This is an optimization exercise on Yosys and OpenROAD, whose aim is small area, a short achievable clock period and few clock cycles per item, not a production implementation. In this exercise RTL edits were held to simulation tests only and were not proved equivalent to the original. No activity file was given, so power comes from the tool's default toggle rates.

[flow/run.sh]
#!/bin/bash
# synth_recipe.tcl (not shown) runs the flow's synth.tcl, then flattens the netlist and writes it again
# the make line also repeats each setting of config.mk as NAME=value (left out here)
make -C /OpenROAD-flow-scripts/flow DESIGN_CONFIG=/design/flow/config.mk WORK_HOME=/design/flow/orfs CLKGATE_MAP_FILE= SYNTH_SCRIPT=/design/flow/synth_recipe.tcl finish
[flow/config.mk]
export PLATFORM = sky130hd
export DESIGN_NAME = core
export DESIGN_NICKNAME = core
export VERILOG_FILES = /design/flow/design.v
export SDC_FILE = /design/flow/constraint.sdc
export NUM_CORES = 4
export LEC_CHECK = 0
export CAP_MARGIN = 20
export CORE_MARGIN = 2
export CORE_UTILIZATION = 40
export SLEW_MARGIN = 20
[flow/constraint.sdc]
create_clock -name core_clock -period 10.0 [get_ports {clk}]
set_input_delay 2.0000 -clock core_clock [delete_from_list [all_inputs] [get_ports {clk}]]
set_output_delay 2.0000 -clock core_clock [all_outputs]
set_load 0.01 [all_outputs]
[flow/design.v]
module core(
            input wire        clk,
            input wire        rst,
            input wire        mem_ready,
            input wire [31:0] mem_read_data,
            output reg [31:0] mem_addr,
            output reg        mem_read_valid,
            output reg        mem_write_valid,
            output wire [31:0] mem_write_data,
            output reg [1:0]  mem_width,
            output reg        instruction_retired
);
   reg [31:0]  rf [1:31];
   reg [31:1]  rf_v;
   reg         ob;       
   reg         ob_ld;    
   reg         ob_st;    
   reg         ob_k;     
   reg         pd;       
   reg         pt;       
   reg         sp;       
   reg         ld_pend;  
   reg [4:0]   ld_rd;
   reg [31:0]  ir;
   reg [31:2]  pc;
   reg [1:0]   st;       
   reg [31:0]  op1, op2;
   reg [1:0]   rc;       
   assign mem_write_data = op2;
   wire [4:0]  opc = ir[6:2];
   wire [4:0]  rd  = ir[11:7];
   wire [2:0]  f3  = ir[14:12];
   wire [4:0]  rs1 = ir[19:15];
   wire [4:0]  rs2 = ir[24:20];
   wire        is_lui   = opc == 5'b01101;
   wire        is_auipc = opc == 5'b00101;
   wire        is_jal   = opc == 5'b11011;
   wire        is_jalr  = opc == 5'b11001;
   wire        is_br    = opc == 5'b11000;
   wire        is_ld    = opc == 5'b00000;
   wire        is_st    = opc == 5'b01000;
   wire        is_opi   = opc == 5'b00100;
   wire        is_op    = opc == 5'b01100;
   wire        is_mem   = is_ld | is_st;
   wire        wr_x2    = (is_lui | is_auipc | is_jal | is_jalr | is_opi | is_op) & (rd != 5'd0);
   wire [31:0] imm_i = {{20{ir[31]}}, ir[31:20]};
   wire [31:0] imm_s = {{20{ir[31]}}, ir[31:25], ir[11:7]};
   wire [31:0] imm_b = {{20{ir[31]}}, ir[7], ir[30:25], ir[11:8], 1'b0};
   wire [31:0] imm_u = {ir[31:12], 12'b0};
   wire [31:0] imm_j = {{12{ir[31]}}, ir[19:12], ir[20], ir[30:21], 1'b0};
   wire [31:0] rv1 = (rs1 != 5'd0 && rf_v[rs1]) ? rf[rs1] : 32'd0;
   wire [31:0] rv2 = (rs2 != 5'd0 && rf_v[rs2]) ? rf[rs2] : 32'd0;
   wire        haz = ld_pend && ld_rd != 5'd0 && (ld_rd == rs1 || ld_rd == rs2 || ld_rd == rd);
   wire        alt = ir[30] & (is_op | (is_opi & f3 == 3'd5));  
   wire        eq  = op1 == op2;
   wire        ltu = op1 < op2;
   wire        lt  = (op1[31] ^ op2[31]) ? op1[31] : ltu;
   wire [31:0] addsub = alt ? op1 - op2 : op1 + op2;
   wire        shl = ~f3[2];
   reg  [31:0] op1r;
   reg  [31:0] shr_r;
   integer     k;
   always @* begin
      for (k = 0; k < 32; k = k + 1) op1r[k] = op1[31-k];
   end
   wire [31:0] shin = shl ? op1r : op1;
   wire signed [32:0] shx = {alt & op1[31] & ~shl, shin};
   wire signed [32:0] shr = shx >>> op2[4:0];
   always @* begin
      for (k = 0; k < 32; k = k + 1) shr_r[k] = shr[31-k];
   end
   reg  [31:0] alu;
   always @* begin
      case (f3)
        3'd0: alu = addsub;
        3'd1: alu = shr_r;
        3'd2: alu = {31'd0, lt};
        3'd3: alu = {31'd0, ltu};
        3'd4: alu = op1 ^ op2;
        3'd5: alu = shr[31:0];
        3'd6: alu = op1 | op2;
        default: alu = op1 & op2;
      endcase
   end
   wire [31:0] agen  = op1 + (is_st ? imm_s : imm_i);
   wire [31:0] pcimm = {pc, 2'b00} + (is_jal ? imm_j : is_br ? imm_b : imm_u);
   wire [31:2] pc4   = pc + 30'd1;
   wire        cond  = (f3[2] ? (f3[1] ? ltu : lt) : eq) ^ f3[0];
   wire        redir = is_jal | is_jalr | (is_br & cond);
   wire [31:2] tgt   = is_jalr ? agen[31:2] : pcimm[31:2];
   wire [31:0] wd = is_lui ? imm_u :
                    is_auipc ? pcimm :
                    (is_jal | is_jalr) ? {pc4, 2'b00} : alu;
   wire        x1      = st == 2'd1 && !haz;
   wire        x2      = st == 2'd2;
   wire        wbs     = st == 2'd3;
   wire        bus_free = ~ob | mem_ready;
   wire        ob_f    = ~ob_ld & ~ob_st;
   wire        ld_ans  = ob & ob_ld & mem_ready;
   wire        st_ans  = ob & ob_st & mem_ready;
   wire        x2_redir = x2 & redir;
   wire        arr     = ob & ob_f & ~ob_k & mem_ready;
   wire        acc     = arr & ~x2_redir;
   wire        wb_late = x2 & wr_x2 & ld_ans;
   wire        rf_we_x = (x2 & wr_x2 & ~ld_ans) | wbs;
   wire        dreq    = (x2 & is_mem) | pd;
   wire        treq    = x2_redir | pt;
   wire        sreq    = (sp | acc) & ~treq;
   wire        iss_d   = dreq & bus_free;
   wire        iss_t   = treq & bus_free;
   wire        iss_s   = sreq & bus_free & ~dreq;
   wire        iss     = iss_d | iss_t | iss_s;
   wire [31:2] seq_a   = (arr ? mem_addr[31:2] : pc) + 30'd1;
   wire        ev_x    = (x2 & ~is_mem & ~wb_late) | wbs;
   wire        ev_m    = ld_ans | st_ans;
   wire [1:0]  rc_all  = rc + {1'b0, ev_x} + {1'b0, ev_m};
   always @(posedge clk) begin
      if (ld_ans && ld_rd != 5'd0) rf[ld_rd] <= mem_read_data;
      else if (rf_we_x) rf[rd] <= wd;
      if (rst) rf_v <= 31'd0;
      else if (ld_ans && ld_rd != 5'd0) rf_v[ld_rd] <= 1'b1;
      else if (rf_we_x) rf_v[rd] <= 1'b1;
      if (x1) begin
         op1 <= rv1;
         op2 <= is_opi ? imm_i : rv2;
      end
      if (acc) begin
         ir <= mem_read_data;
         pc <= mem_addr[31:2];
      end
      if (rst) st <= 2'd0;
      else if (acc) st <= 2'd1;
      else if (x1) st <= 2'd2;
      else if (x2) st <= wb_late ? 2'd3 : 2'd0;
      else if (wbs) st <= 2'd0;
      if (rst) begin
         mem_addr <= 32'd0;
         mem_width <= 2'd2;
         mem_read_valid <= 1'b1;
         mem_write_valid <= 1'b0;
         ob <= 1'b1;
         ob_ld <= 1'b0;
         ob_st <= 1'b0;
         ob_k <= 1'b0;
         pd <= 1'b0;
         pt <= 1'b0;
         sp <= 1'b0;
         ld_pend <= 1'b0;
      end else begin
         mem_read_valid <= iss & ~(iss_d & is_st);
         mem_write_valid <= iss_d & is_st;
         if (iss_d) begin
            mem_addr <= agen;
            mem_width <= {f3[1], f3[0] & ~f3[1]};
         end else if (iss_t) begin
            mem_addr <= {tgt, 2'b00};
            mem_width <= 2'd2;
         end else if (iss_s) begin
            mem_addr <= {seq_a, 2'b00};
            mem_width <= 2'd2;
         end
         if (iss) begin
            ob <= 1'b1;
            ob_ld <= iss_d & is_ld;
            ob_st <= iss_d & is_st;
            ob_k <= 1'b0;
         end else begin
            if (mem_ready) ob <= 1'b0;
            if (x2_redir) ob_k <= 1'b1;
         end
         pd <= dreq & ~bus_free;
         pt <= treq & ~bus_free;
         sp <= sreq & ~iss_s;
         if (iss_d & is_ld) begin
            ld_pend <= 1'b1;
            ld_rd <= rd;
         end else if (ld_ans) begin
            ld_pend <= 1'b0;
         end
      end
      if (rst) begin
         rc <= 2'd0;
         instruction_retired <= 1'b0;
      end else begin
         instruction_retired <= rc_all != 2'd0;
         rc <= rc_all - {1'b0, rc_all != 2'd0};
      end
   end
endmodule  
==> results of run 1 <==
power groups by stage:
| stage | clock network (uW) | logic [uW] | registers (uW) |
|---|---|---|---|
| 2_1_floorplan | 0 | 1440 | 5760 |
| 3_3_place_gp | 0 | 2170 | 5850 |
| 3_5_place_dp | 0 | 2170 | 5850 |
| 4_1_cts | 5110 | 2180 | 5740 |
| 5_1_grt | 5300 | 2340 | 5750 |
| 6_report | 5050 | 2230 | 5750 |
cells by family (layout without fill, tap and decap cells):
family	after synthesis	in the layout	share of synthesized area [%]
flip-flops	1206	1206	50.8
AO/OA/AOI/OAI	1077	1077	9.83
buffers and inverters	512	635	2.83
multiplexers	858	858	23.9
XOR/XNOR	170	170	2.14
adder cells (fa/ha/maj)	183	183	3.34
other	0	4	0
AND/OR/NAND/NOR	1088	1088	7.20
final cells by class:
cell class / count / area share [%]
clock inverters: 72 / 1.07
multi-input cells: 3376 / 41.9
inverters: 139 / 0.666
diodes: 4 / 0.0128
clock buffers: 171 / 4.62
flip-flops and latches: 1206 / 45.1
well taps: 2325 / 3.71
repair buffers: 253 / 2.88
registers in the layout, summed over array words and instances, names as in the netlist, named ones only:
name	count
st	2
ir	30
ob_st	1
pc	30
mem_read_valid	1
rf	992
mem_addr	32
op2	32
ld_rd	5
op1	32
rf_v	31
mem_write_valid	1
ob	1
instruction_retired	1
pt	1
pd	1
ob_k	1
mem_width	2
ob_ld	1
ld_pend	1
rc	2
sp	1
worst reg2reg max path, cell delays in order (launching register included):
cell and delay, ps:
edfxtp_1 570, nor4_1 770, a21oi_1 130, nor2b_1 760, a21o_1 150, ha_1 320
a21oi_1 250, nor4b_1 450, o21bai_1 190, o41ai_1 620, o2111ai_1 250, a21oi_1 210
xnor2_1 340, o21ai_0 300, o21ba_2 700
Yosys cell counts (85+ instances only):
| cell type | count |
|---|---|
| edfxtp_1 | 1121 |
| nand3_1 | 88 |
| o21ai_0 | 269 |
| mux4_2 | 641 |
| nor2_1 | 375 |
| nand2_1 | 300 |
| xnor2_1 | 98 |
| inv_1 | 135 |
| ha_1 | 178 |
| dfxtp_1 | 85 |
| clkbuf_1 | 265 |
| mux2i_1 | 187 |
| a21oi_1 | 321 |
how the worst max path moves through the flow:
stage / slack (ps) / to / cells past startpoint
final: 3690 / rf[28][31]$_DFFE_PP_ / 14
after global placement: 3440 / mem_addr[28]$_SDFFE_PP0P_ / 16
after global routing: 3470 / rf[28][31]$_DFFE_PP_ / 14
after CTS: 3870 / rf[30][30]$_DFFE_PP_ / 15
after floorplan: 2380 / op1[0]$_SDFFCE_PN0P_ / 9
after detailed placement: 3470 / rf[11][14]$_DFFE_PP_ / 9
stage by stage:
stage                     power (uW)  hold slack (ps)  setup slack, ps  std cells
after floorplan                 7210              424             2380       5094
after global placement          8020              464             3440       7294
after detailed placement        8020              473             3470       7296
after CTS                      13000              487             3870       7539
after global routing           13400              525             3470       7542
final                          13000              485             3690       7546
per-layer routing:
layer,up-vias,GRT usage [%]
met5,-,0
met3,562,4.31
met1,25803,38.1
met4,4,14.0
li1,20477,-
met2,3056,42.9
==> qor.yml, run 1 <==
power_and_ir_drop:
  intPower_uw: 9400
  p_seq_share_pct: 44.1
  clock_power_share_pct: 38.7
  p_switching_uw: 3620
  ir_drop_mv: 0.194
  p_comb_share_pct: 17.1
  p_sw_share_pct: 27.8
  p_per_area_nw_per_um2: 166
  p_leak_uw: 0.0262
setup_path:
  crit_path_frequent_cell: "a21oi_1"
  r2r_end: "rf[28][31]$_DFFE_PP_"
  rrSetupSlack_ps: 3690
  r2r_start: "ir[3]$_DFFE_PP_"
  cp.arrival_ps: 6790
  worst_setup_path_start_kind: "flop"
  crit_path_end_kind: "flop"
  worstSetupStartpoint: "ir[3]$_DFFE_PP_"
  path_class: "reg2reg"
  crit_chain: "nor4_1, a21oi_1, nor2b_1, a21o_1, ha_1, a21oi_1, nor4b_1, o21bai_1, o41ai_1, o2111ai_1, a21oi_1, xnor2_1, o21ai_0, o21ba_2"
  path_delay_family: "compound AO/OA/AOI/OAI gates"
  cp_num_buf_inv: 0
  reg2reg_depth: 14
  slowest_delay_ps: 770
  worstPathMaxFanout: 31
  critical_path_required_ps: 10480
  critical_path.slowest_cell: "nor4_1"
layout:
  fin_area_um2: 78400
  nets: 5327
  ff_latch_area_um2: 35400
  n_fill_cell: 15398
  layout_commonest_cell: "edfxtp_1"
  synthToLayoutAreaGrowth_pct: 12.5
  post-route-util_pct: 45.2
  layout-drive-gt1-share_pct: 21.7
  final_cell_mix: "edfxtp_1 (1121), mux4_2 (641), nor2_1 (342)"
  multiInputGateArea_um2: 32800
worst_hold_path:
  hold_depth: 2
  worstHoldStart: "mem_width[1]$_SDFFE_PP1P_"
  min_path_type: "reg2reg"
  min_to: "mem_width[1]$_SDFFE_PP1P_"
clock_tree:
  clkTransAtPathRegs_ps: 70
  cts_max_level: 4
  cts_setup_buffers: 0
  cts_tree: "yes"
  cts-buffers-inserted: 133
  clock_latency_ps: 780
  ctsRootBufferMaster: "clkbuf_16"
  post_cts_resized: 0
  hold_buffers: 0
  clk_path_buf_depth: 3
  numClockSinks: 1206
sta:
  rsz0062_at_grt: "no"
  final.setup.tns_ps: 0
  worst_pin_slew_ps: 1270
  post-route-min-period_ps: 6310
  finalSetupViolations: 0
  finalMaxSlewViolations: 0
  fin_skew_ps: 45.2
  slew-limit-headroom_pct: 14.2
  hold_violations: 0
  fmax_mhz: 158
  period_share_pct: 63.1
logic_synthesis:
  yosys_most_used_dff: "edfxtp_1"
  yosysTopAreaCell: "edfxtp_1"
  yosys-top-cells-area: "edfxtp_1 (48%), mux4_2 (21%), ha_1 (3.2%)"
  synthCells: 5094
  ys_seq_elements: 1206
  synth.distinct_cells: 91
  synthArstFlopShare_pct: 0
  synthesis.area_um2: 69700
  seq_area_frac_synth_pct: 50.8
  synth_fp_nets: 5312
  yosysTopAreaCellShare_pct: 48.3
  avgSynthCellArea_um2: 13.7
  synth-edff-count: 1121
  ys_warn_count: 1
drt:
  wl_met1_mm: 98.2
  final_antenna_net_count: 0
  drc: 0
  viasPerCell: 6.61
  dr.pass1.iters: 5
  avgRoutedWirePerCell_um: 33.3
  totalWireLength_mm: 251
  num_vias: 49902
  dr_wl_met3_mm: 23.3
  wl_met2_mm: 115
  highest_layer: "met5"
  drtIter0Drc: 6752
place:
  place_area_um2: 73800
  finalWeightedCongestion: 1.01
  port_buffers: 103
  post-dp-hpwl_mm: 162
die:
  die_h_um: 421
  start_util_pct: 40.2
  die_width_um: 421
  fp-row-count: 153
  core_area_um2: 173000
  pin_count: 104
  die_area_um2: 177000
global_routing:
  grt-ovfl-total: 0
  grt_pass1_vias: 47863
  grt_antenna_before_repair: 6
  grt.total_usage_pct: 27.7
  grt_max_degree: 127
  grt_pass1_wl_mm: 356
status:
  status: "finished clean"
job:
  maxCapViolations: 0
Testbench counts, summed over its fixed seeds: cycles 91,170, instrs 34,171.
==> run 2, diff against run 1 <==
--- a/flow/config.mk
+++ b/flow/config.mk
@@ -6,6 +6,8 @@
 export NUM_CORES = 4
 export LEC_CHECK = 0
+export ABC_CLOCK_PERIOD_IN_PS = 2500
 export CAP_MARGIN = 20
 export CORE_MARGIN = 2
 export CORE_UTILIZATION = 40
+export SETUP_SLACK_MARGIN = 5
 export SLEW_MARGIN = 20
==> run 2 against run 1 <==
Against the previous run:
- the layout now fails its checks (capacitance limit, slew limit)
- die area stayed put
- maximum frequency is 26% higher
- total power is 0.30% higher
- first-iteration DRC count is 0.74% lower
- non-clock buffer count is 60 higher
- routed wire length is 3.1% higher
- hold slack better by 8.0 ps
- core utilization is 0.73 points higher
- cell area is 1.6% higher
- via count is 0.41% higher
- largest cell class unchanged
==> qor.yml, run 2 <==
status:
  status: "complete, but fails checks"  # was finished clean
  so_faults: "capacitance limit, slew limit"
sta:
  fmax_mhz: 199  # was 158 MHz
  finalSetupViolations: 0  # unchanged
  period_share_pct: 50.2  # was 63.1%
  finalMaxSlewViolations: 3  # was 0
  post-route-min-period_ps: 5020  # was 6310 ps
  holdWs_ps: 493  # was 485 ps
  hold_violations: 0  # unchanged
  fin_skew_ps: 42.3  # was 45.2 ps
  final.setup.tns_ps: 0  # unchanged
  slew-limit-headroom_pct: -3.60  # was 14.2%
  rsz0062_at_grt: "yes"  # was no
  worst_pin_slew_ps: 1530  # was 1270 ps
setup_path:
  path_class: "in2reg"  # was reg2reg
  crit_chain: "dlygate4sd2_1, nand3_1, nand2b_1, buf_4, nand2_2, buf_4, nor2_4, o311ai_0, o22ai_4"  # was nor4_1, a21oi_1, nor2b_1, a21o_1, ha_1, a21oi_1, nor4b_1, o21bai_1, o41ai_1, o2111ai_1, a21oi_1, xnor2_1, o21ai_0, o21ba_2
  worstPathMaxFanout: 35  # was 31
  path_delay_family: "simple AND/OR/NAND/NOR gates"  # was compound AO/OA/AOI/OAI gates
  cp.arrival_ps: 5540  # was 6790 ps
  crit_path_end_kind: "flop"  # unchanged
  crit_path_frequent_cell: "buf_4"  # was a21oi_1
  critical_path_required_ps: 10510  # was 10480 ps
  worst_setup_path_start_kind: "input port"  # was flop
  cp_num_buf_inv: 3  # was 0
  slowest_delay_ps: 610  # was 770 ps
  critical_path.slowest_cell: "o22ai_4"  # was nor4_1
worst_hold_path:
  min_path_type: "reg2reg"  # unchanged
drt:
  viasPerCell: 6.58  # was 6.61
  num_vias: 50105  # was 49902
  totalWireLength_mm: 259  # was 251 mm
  dr.pass1.iters: 6  # was 5
  avgRoutedWirePerCell_um: 34.0  # was 33.3 um
  drtIter0Drc: 6702  # was 6752
  final_antenna_net_count: 0  # unchanged
  drc: 0  # unchanged
clock_tree:
  cts_tree: "yes"  # unchanged
  numClockSinks: 1206  # unchanged
  cts-buffers-inserted: 135  # was 133
  clk_path_buf_depth: 3  # unchanged
  cts_max_level: 4  # unchanged
  ctsRootBufferMaster: "clkbuf_16"  # unchanged
  clkTransAtPathRegs_ps: 60  # was 70 ps
  clock_latency_ps: 800  # was 780 ps
logic_synthesis:
  avgSynthCellArea_um2: 13.7  # unchanged
  synthArstFlopShare_pct: 0  # unchanged
  ys_top_cells_by_count: "edfxtp_1 (1121), mux4_2 (641), nor2_1 (375)"  # unchanged
  yosys_most_used_dff: "edfxtp_1"  # unchanged
  synth-edff-count: 1121  # unchanged
  seq_area_frac_synth_pct: 50.8  # unchanged
  synthesis.area_um2: 69700  # unchanged
  ys_seq_elements: 1206  # unchanged
  yosysTopAreaCellShare_pct: 48.3  # unchanged
  synth.distinct_cells: 91  # unchanged
  yosys-top-cells-area: "edfxtp_1 (48%), mux4_2 (21%), ha_1 (3.2%)"  # unchanged
  synthCells: 5094  # unchanged
  synth_fp_nets: 5312  # unchanged
  yosysTopAreaCell: "edfxtp_1"  # unchanged
  synth.most_common_cell: "edfxtp_1"  # unchanged
  ys_warn_count: 1  # unchanged
die:
  pin_count: 104  # unchanged
  die_area_um2: 177000  # unchanged
  die_h_um: 421  # unchanged
  start_util_pct: 40.2  # unchanged
  fp-row-count: 153  # unchanged
  die_width_um: 421  # unchanged
  core_area_um2: 173000  # unchanged
power_and_ir_drop:
  intPower_uw: 9300  # was 9400 uW
  ir_drop_mv: 0.152  # was 0.194 mV
  p_comb_share_pct: 18.1  # was 17.1%
  p_leak_uw: 0.0266  # was 0.0262 uW
  clock_power_share_pct: 37.9  # was 38.7%
  p_seq_share_pct: 44.0  # was 44.1%
  p_sw_share_pct: 28.8  # was 27.8%
  total_power_uw: 13100  # was 13000 uW
  p_per_area_nw_per_um2: 164  # was 166 nW/um2
  p_switching_uw: 3760  # was 3620 uW
layout:
  n_fill_cell: 15387  # was 15398
  layout_commonest_cell: "edfxtp_1"  # unchanged
  nets: 5397  # was 5327
  synthToLayoutAreaGrowth_pct: 14.3  # was 12.5%
  final_cell_mix: "edfxtp_1 (1121), mux4_2 (641), nor2_1 (339)"  # was edfxtp_1 (1121), mux4_2 (641), nor2_1 (342)
  largest_register_ffs: 992  # unchanged
  layout-drive-gt1-share_pct: 24.3  # was 21.7%
  regMostFlops: "rf"  # unchanged
place:
  finalWeightedCongestion: 1.03  # was 1.01
  port_buffers: 103  # unchanged
  post-dp-hpwl_mm: 168  # was 162 mm
global_routing:
  grt-ovfl-total: 0  # unchanged
  grt_pass1_wl_mm: 363  # was 356 mm
  grt.total_usage_pct: 28.4  # was 27.7%
  grt_max_degree: 135  # was 127
  grt_pass1_vias: 48144  # was 47863
  grt_antenna_before_repair: 16  # was 6
job:
  maxCapViolations: 1  # was 0
[run 2: cell counts after synthesis]
No cell type changed its count.
[run 2: per-layer routing]
metal | part of all wire [%] | GRT usage, % | wire, um | vias to the layer above
met1 | 38 | 37.7 | 99100 | 25900
li1 | - | - | - | 20639
met2 | 46 | 44.0 | 119000 | 2957
met4 | 6.1 | 15.0 | 15900 | 10
met5 | 0.027 | 0 | 71 | -
met3 | 9.8 | 6.19 | 25500 | 599
[run 2: area by class of cell]
| cell class | count | area [um2] | area share [%] |
|---|---|---|---|
| antenna | 4 | 10.0 | 0.0126 |
| clock buffer | 159 | 3520 | 4.42 |
| clock inverter | 86 | 872 | 1.09 |
| inverter | 139 | 533 | 0.669 |
| multi-input combinational | 3384 | 33500 | 42.1 |
| sequential | 1206 | 35400 | 44.4 |
| tap | 2325 | 2910 | 3.65 |
| timing repair buffer | 313 | 2920 | 3.67 |
[run 2: power by group through the flow]
| stage | clock network [uW] | logic [uW] | registers [uW] |
|---|---|---|---|
| floorplan | 0 | 1450 | 5760 |
| global placement | 0 | 2200 | 5850 |
| detailed placement | 0 | 2200 | 5850 |
| CTS | 5010 | 2260 | 5740 |
| global route | 5210 | 2460 | 5750 |
| finish | 4950 | 2360 | 5750 |
[run 2: stage by stage]
| stage | setup WS (ps) | area, um2 | cells | utilization [%] |
|---|---|---|---|---|
| floorplan | 4580 | 69900 | 5094 | - |
| global placement | 3180 | 73900 | 7294 | 42.6 |
| detailed placement | 3080 | 73900 | 7296 | 42.6 |
| CTS | 5000 | 79000 | 7571 | 45.5 |
| global route | 4930 | 79600 | 7612 | 45.9 |
| finish | 4980 | 79600 | 7616 | 45.9 |
[run 2: final timing paths]
kind                           to  slack (ps)  cells after the start                  from
min reg2reg  rf_v[3]$_SDFFE_PP0P_         490                      2  rf_v[3]$_SDFFE_PP0P_
max reg2reg   rf[9][24]$_DFFE_PP_        5040                     12      ir[14]$_DFFE_PP_
max           rf[22][6]$_DFFE_PP_        4980                      9             mem_ready
min          rf_v[3]$_SDFFE_PP0P_         490                      2  rf_v[3]$_SDFFE_PP0P_
[run 2: logic make-up after synthesis]
logic type	synth area share [%]
flip-flops	50.8
buffers and inverters	2.83
AND/OR/NAND/NOR	7.20
AO/OA/AOI/OAI	9.83
adder cells (fa/ha/maj)	3.34
multiplexers	23.9
XOR/XNOR	2.14
[run 2: worst register-to-register path, cell delays in order, from the launching register on]
cell,delay [ps]
edfxtp_1,390
buf_4,440
buf_6,420
and3b_1,420
o2111a_1,590
o221ai_1,170
o21ai_0,360
o211ai_1,380
o311ai_0,680
o211ai_1,170
and3_1,260
o211ai_1,180
buf_6,280
[run 2: what timing repair did]
| item | 4_1_cts | 5_1_grt |
|---|---|---|
| resized for setup | 92 | 66 |
| cloned | 4 | 4 |
| setup endpoints to repair | 1240 | 943 |
| buffers inserted | 26 | 34 |
| hold buffers | 0 | 0 |
| pin swaps | 18 | 10 |

-- what the ideal ports hide --
The flow's constraints put no driver on any port. The routed layouts listed below were extracted and timed again, unchanged, in two steps. Step 1 assumes that a clkbuf_16 drives the clock port and a buf_2 every other input. Step 2 also shifts input and output timing later by t, the mid clock arrival at the registers, as if the neighbouring blocks saw the same clock. a / b / c = ideal / step 1 / step 2; a / b = the first two.
run | t (ns) | setup slack, ns | hold WS [ns] | worst setup path after step 2 | worst register clock-pin slew, ns
run 1 | 0.837 | 3.688 / 3.688 / 3.234 | 0.485 / 0.485 / 0.485 | input to register | 0.07 / 0.07
run 2 | 0.861 | 4.977 / 5.007 / 4.147 | 0.493 / 0.493 / 0.493 | input to register | 0.06 / 0.06
The setup slack of run 2, which loses most, moves by +0.030 ns with the drivers and by -0.830 ns with both steps.
